This is an optimization exercise on Yosys and OpenROAD, whose aim is small area, not a production implementation. At most, simulation tests tie the RTL to the original design; equivalence was not proved. No activity file was given, so power comes from the tool's default toggle rates.

Setup of red:
## design_5
module design_5 #(parameter width = 8, parameter cwidth = 4)(
  input [width-1:0] OPA, OPB,
  input CLK, RST, CE, MODE, CIN,
  input [1:0] INP_VALID,
  input [cwidth-1:0] CMD,
  output reg [2*width:0] RES,
  output OFLOW,
  output COUT,
  output G,
  output L,
  output E,
  output ERR
);
  localparam [4:0] C_ZERO = 5'b00000;
  localparam [4:0] C_AND  = 5'b01000, C_NAND = 5'b00111, C_OR   = 5'b01110, C_NOR = 5'b00001;
  localparam [4:0] C_XOR  = 5'b00110, C_XNOR = 5'b01001, C_NOTA = 5'b00011, C_NOTB = 5'b00101;
  localparam [4:0] C_ADD  = 5'b10000, C_ADD1 = 5'b10001, C_SUB1 = 5'b10010, C_SUB  = 5'b10011;
  localparam [4:0] C_SADD = 5'b10100, C_SSUB = 5'b10111, C_IDA  = 5'b10110, C_IDB  = 5'b10101;
  localparam [4:0] C_IMUL = 5'b11000, C_SMUL = 5'b11001, C_SHB  = 5'b11010, C_CMP  = 5'b11011;
  localparam [4:0] C_ROT  = 5'b11100, C_SHA  = 5'b11110;
  reg [4:0] code;
  always @* begin
    code = C_ZERO;
    case ({INP_VALID, MODE, CMD})
      7'b11_1_0000: code = C_ADD;
      7'b11_1_0001: code = C_SUB;
      7'b11_1_0010: code = CIN ? C_ADD1 : C_ADD;
      7'b11_1_0011: code = CIN ? C_SUB1 : C_SUB;
      7'b11_1_1000: code = C_CMP;
      7'b11_1_1001: code = C_IMUL;
      7'b11_1_1010: code = C_SMUL;
      7'b11_1_1011: code = C_SADD;
      7'b11_1_1100: code = C_SSUB;
      7'b01_1_0100: code = C_IDA;
      7'b01_1_0101: code = C_IDA;
      7'b10_1_0110: code = C_IDB;
      7'b10_1_0111: code = C_IDB;
      7'b11_0_0000: code = C_AND;
      7'b11_0_0001: code = C_NAND;
      7'b11_0_0010: code = C_OR;
      7'b11_0_0011: code = C_NOR;
      7'b11_0_0100: code = C_XOR;
      7'b11_0_0101: code = C_XNOR;
      7'b11_0_1100: code = C_ROT;
      7'b11_0_1101: code = C_ROT;
      7'b01_0_0110: code = C_NOTA;
      7'b01_0_1000: code = C_SHA;
      7'b01_0_1001: code = C_SHA;
      7'b10_0_0111: code = C_NOTB;
      7'b10_0_1010: code = C_SHB;
      7'b10_0_1011: code = C_SHB;
      default:      code = C_ZERO;
    endcase
  end
  wire [7:0] a_in = {OPA[7:1], INP_VALID == 2'b10 ? CMD[0] : OPA[0]};
  ...
==> flow/config.mk <==
export PLATFORM = sky130hd
export DESIGN_NAME = design_5
export DESIGN_NICKNAME = design_5
export VERILOG_FILES = /design/flow/design.v
export SDC_FILE = /design/flow/constraint.sdc
export NUM_CORES = 4
export LEC_CHECK = 0
export ABC_AREA = 1
export CAP_MARGIN = 20
export CORE_MARGIN = 2
export CORE_UTILIZATION = 40
export CTS_BUF_LIST = sky130_fd_sc_hd__clkbuf_4 sky130_fd_sc_hd__clkbuf_8
export GPL_TIMING_DRIVEN = 0
export SLEW_MARGIN = 20
export SYNTH_HIERARCHICAL = 1
export SYNTH_MINIMUM_KEEP_SIZE = 0
==> flow/constraint.sdc <==
create_clock -name core_clock -period 8.0 [get_ports {CLK}]
set_input_delay 1.6000 -clock core_clock [delete_from_list [all_inputs] [get_ports {CLK}]]
set_output_delay 1.6000 -clock core_clock [all_outputs]
set_load 0.01 [all_outputs]
standard.sh (not shown) runs the stock make flow with config.mk's settings and CLKGATE_MAP_FILE= SYNTH_SCRIPT=/design/flow/synth_recipe.tcl, a recipe that flattens the netlist after the stock synthesis.
==> flow/flow/run.sh <==
#!/bin/bash
# Layout flow: the standard flow (standard.sh) with two changes:
#  - synthesis is the standard synthesis script (synth_recipe.tcl) with only
#    the ABC mapping script replaced by flow/area.abc (area-oriented mapping);
#  - the port buffers that placement inserts use sky130_fd_sc_hd__buf_1.
# Each tool's full output goes to a log file in this folder.
set -euo pipefail
W=$(pwd)
export MY_ABC_SCRIPT="$W/flow/area.abc"
{
  cat <<'TCL'
proc abc {args} {
  set i [lsearch -exact $args -script]
  if { $i >= 0 } { lset args [expr {$i + 1}] $::env(MY_ABC_SCRIPT) }
  yosys abc {*}$args
}
TCL
  cat "$W/synth_recipe.tcl"
} > "$W/own_synth.tcl"
bash "$W/standard.sh" finish "SYNTH_SCRIPT=$W/own_synth.tcl" \
  "BUFFER_PORTS_ARGS=-buffer_cell sky130_fd_sc_hd__buf_1" > "$W/flow_make.log" 2>&1
==> flow/flow/area.abc <==
&get -n
&st
&dc2
&dch -f
&nf -a
&put
topo
Inputs modified between red and blue:
- a deleted CTS_BUF_LIST that had been sky130_fd_sc_hd__clkbuf_4 sky130_fd_sc_hd__clkbuf_8
- a deleted GPL_TIMING_DRIVEN that had been 0
### Flow results
blue against red: power rose by 0.000022 W, wire length rose by 8.3%. [compare] base=red new=blue: sequential share of layout area saw a decrease, cell-internal power went up by about 5%, fraction of area in clock buffers and inverters increased 0.48 points. blue: cell area after layout higher than red. blue vs. red: global-route usage moved up; final core utilization went up by 0.44 points; non-clock buffer count went up by 11. Measured against each other, blue and red differ in met3 layer usage reported by global route, the higher figure coming from blue.
Edits applied to the flow inputs when going from blue to green:
- CTS_BUF_LIST now sky130_fd_sc_hd__clkbuf_8, previously not set
- GPL_TIMING_DRIVEN now 0, previously not set
--- outcome ---
- No stage failed in green, and the final checks on the layout all came back clean.
- Compared with blue, green shows timing-limited maximum frequency that has gone down by a few percent.
- Routed wire in green totals less than in blue.
- Post-detailed-placement cell area, green vs blue: down slightly
- Of the two values seen for slowest cell on the critical path, dfrtp_1 was produced by blue and dfrtp_2 by green.
### green -> orange
- GPL_TIMING_DRIVEN no longer set, was 0
- CTS_CLUSTER_SIZE now 50, previously not set
- CTS_CLUSTER_DIAMETER now 500, previously not set
- CTS_BUF_LIST now sky130_fd_sc_hd__clkbuf_16, was sky130_fd_sc_hd__clkbuf_8
--- outcome ---
Going from green to orange, worst hold slack shrinks by 0.0050 ns.
The higher total power of the final layout came out of orange.
The maximum clock frequency of orange is higher than that of green.

---

Setup of run K:
design_5, a different RTL version from the one above (not shown whole).
Size: about 590 cells after synthesis, roughly 4900 µm² of cells after synthesis.
clock: 8.0 ns
lec_check: 0
abc_area: 1
cap_margin: 20
core_margin: 2
core_utilization: 40
gpl_timing_driven: 0
slew_margin: 20
synth_hierarchical: 1
synth_minimum_keep_size: 0
==> flow/flow/area.abc <==
&get -n
&st
&dc2
&put
dch -f
amap
topo
Scripts as last shown in full above: flow/flow/run.sh
diff inputs: run K => run C
Settings: GPL_TIMING_DRIVEN: 0 -> unset.
### Flow results
- | switching power total | higher: run C |
- Re first-iteration DRC count: run C is about 10% up on run K.
- Relative to run K, the share of power burned in registers of run C is lower by 1.1 points.
- On transition time at the pin with the least slew margin, the higher figure sits with run K, not run C.
- Re width of the die: no difference whatsoever between run C and run K.
- Comparing run K against run C, there is no change at all in die area.
- Taking run K as the reference, in run C final design utilization lower, final instance area lower.
No functional check of the RTL was part of any run of this note.

---

design_5, a different RTL version from the one above (not shown whole).
Size in the first run: roughly 580 cells after synthesis, roughly 50 I/O pins, ~4700 sq um of cells after synthesis.
export LEC_CHECK = 0
export ABC_AREA = 1
export CAP_MARGIN = 20
export CORE_MARGIN = 2
export CORE_UTILIZATION = 40
export CTS_BUF_LIST = sky130_fd_sc_hd__clkbuf_8
export CTS_CLUSTER_DIAMETER = 500
export CTS_CLUSTER_SIZE = 50
export GPL_TIMING_DRIVEN = 0
export SLEW_MARGIN = 20
export SYNTH_HIERARCHICAL = 1
export SYNTH_MINIMUM_KEEP_SIZE = 0
create_clock -name core_clock -period 8.0 [get_ports {CLK}]
==> flow/flow/area.abc <==
strash
dc2
dch -f
amap
topo
Scripts as last shown in full above: flow/flow/run.sh
Rerun with:
- GPL_TIMING_DRIVEN: 0 -> not set
What happened:
- clock power rose by a few percent
- design area stays flat
- first-iteration DRC count rises by a few percent
- clock skew shrinks by 0.0052 ns
- setup slack gets better by 0.079 ns
- synthesized area stays the same
- non-clock buffer count is higher by 10

---

design_5 again, from the RTL that the note above started with.
clock: 8.0 ns
lec_check: 0
abc_area: 1
cap_margin: 0
core_margin: 2
core_utilization: 40
cts_buf_list: sky130_fd_sc_hd__clkbuf_8
cts_cluster_diameter: 500
cts_cluster_size: 50
gpl_timing_driven: 0
slew_margin: 0
synth_hierarchical: 1
synth_minimum_keep_size: 0
==> flow/flow/run.sh <==
#!/bin/bash
set -euo pipefail
W=$(pwd)
export MY_ABC_SCRIPT="$W/flow/area.abc"
{
  cat <<'TCL'
proc abc {args} {
  set i [lsearch -exact $args -script]
  if { $i >= 0 } { lset args [expr {$i + 1}] $::env(MY_ABC_SCRIPT) }
  yosys abc {*}$args
}
TCL
  cat "$W/synth_recipe.tcl"
} > "$W/own_synth.tcl"
bash "$W/standard.sh" finish "SYNTH_SCRIPT=$W/own_synth.tcl" \
  "BUFFER_PORTS_ARGS=-buffer_cell sky130_fd_sc_hd__buf_1" \
  "CTS_ARGS=-sink_clustering_enable -repair_clock_nets -sink_clustering_size 50 -sink_clustering_max_diameter 500 -buf_list sky130_fd_sc_hd__clkbuf_8 -dont_use_dummy_load" \
  > "$W/flow_make.log" 2>&1
==> flow/flow/area.abc <==
&get -n
&st
&dc2
&dch -f
&nf -a
&put
topo
Edit:
--- a/flow/config.mk
+++ b/flow/config.mk
@@ -9 +9 @@
-export CAP_MARGIN = 0
+export CAP_MARGIN = 20
@@ -16 +16 @@
-export SLEW_MARGIN = 0
+export SLEW_MARGIN = 20
Power hardly moves.
Final area rose by 0.71%.
Worst hold slack hardly moves.
Via count barely changes.
Global-route usage came out lower by 0.14 points.
Die area is unchanged.
Edit:
--- a/flow/flow/run.sh
+++ b/flow/flow/run.sh
@@ -1,0 +2,5 @@
+# Layout flow: the standard flow (standard.sh) with two changes:
+#  - synthesis is the standard synthesis script (synth_recipe.tcl) with only
+#    the ABC mapping script replaced by flow/area.abc (area-oriented mapping);
+#  - the port buffers that placement inserts use sky130_fd_sc_hd__buf_1.
+# Each tool's full output goes to a log file in this folder.
@@ -16,3 +21 @@
-  "BUFFER_PORTS_ARGS=-buffer_cell sky130_fd_sc_hd__buf_1" \
-  "CTS_ARGS=-sink_clustering_enable -repair_clock_nets -sink_clustering_size 50 -sink_clustering_max_diameter 500 -buf_list sky130_fd_sc_hd__clkbuf_8 -dont_use_dummy_load" \
-  > "$W/flow_make.log" 2>&1
+  "BUFFER_PORTS_ARGS=-buffer_cell sky130_fd_sc_hd__buf_1" > "$W/flow_make.log" 2>&1
What happened:
- setup slack is better by 0.080 ns
- wire length rises slightly
- cell area rises slightly
- cell count rises slightly
- clock power rises by a quarter to a third
- clock skew falls by 0.0062 ns
- worst hold slack hardly moves
- sequential power stays flat
- utilization rises by 0.39 points

[afterwards: timing with drivers on the ports]
In the flow no input, the clock included, has a driving cell. The finished layouts below were timed again as built, in two steps.
Step 1 (the two cells are an assumption about what drives the block):
set clk [get_ports {CLK}]
set_driving_cell -lib_cell sky130_fd_sc_hd__clkbuf_16 $clk
set_driving_cell -lib_cell sky130_fd_sc_hd__buf_2 [delete_from_list [all_inputs] $clk]
Step 2, shift: input delay + t, output delay - t, t = (earliest + latest rising clock arrival at the registers) / 2. This alone moves slack from input paths to output paths.
Three values: ideal, step 1, step 2; two values: the first two.
run	t, ns	setup slack, ns	clock arrival spread, ns
red	0.332	0.269 / 0.269 / 0.269	0.009 / 0.009
blue	0.319	0.438 / 0.438 / 0.438	0.003 / 0.004
green	0.333	0.273 / 0.273 / 0.273	0.008 / 0.009
orange	0.319	0.438 / 0.438 / 0.438	0.003 / 0.004
run K	0.320	0.280 / 0.280 / 0.280	0.006 / 0.005
run C	0.322	0.521 / 0.521 / 0.521	0.007 / 0.007
the first run of note 3	0.326	0.313 / 0.313 / 0.313	0.013 / 0.013
the second run of note 3	0.334	0.392 / 0.392 / 0.392	0.007 / 0.007
the first run of note 4	0.322	0.288 / 0.288 / 0.288	0.014 / 0.014
the second run of note 4	0.321	0.311 / 0.311 / 0.311	0.012 / 0.012
the third run of note 4	0.331	0.391 / 0.391 / 0.391	0.006 / 0.005
After both steps setup and hold are still met in every run listed.
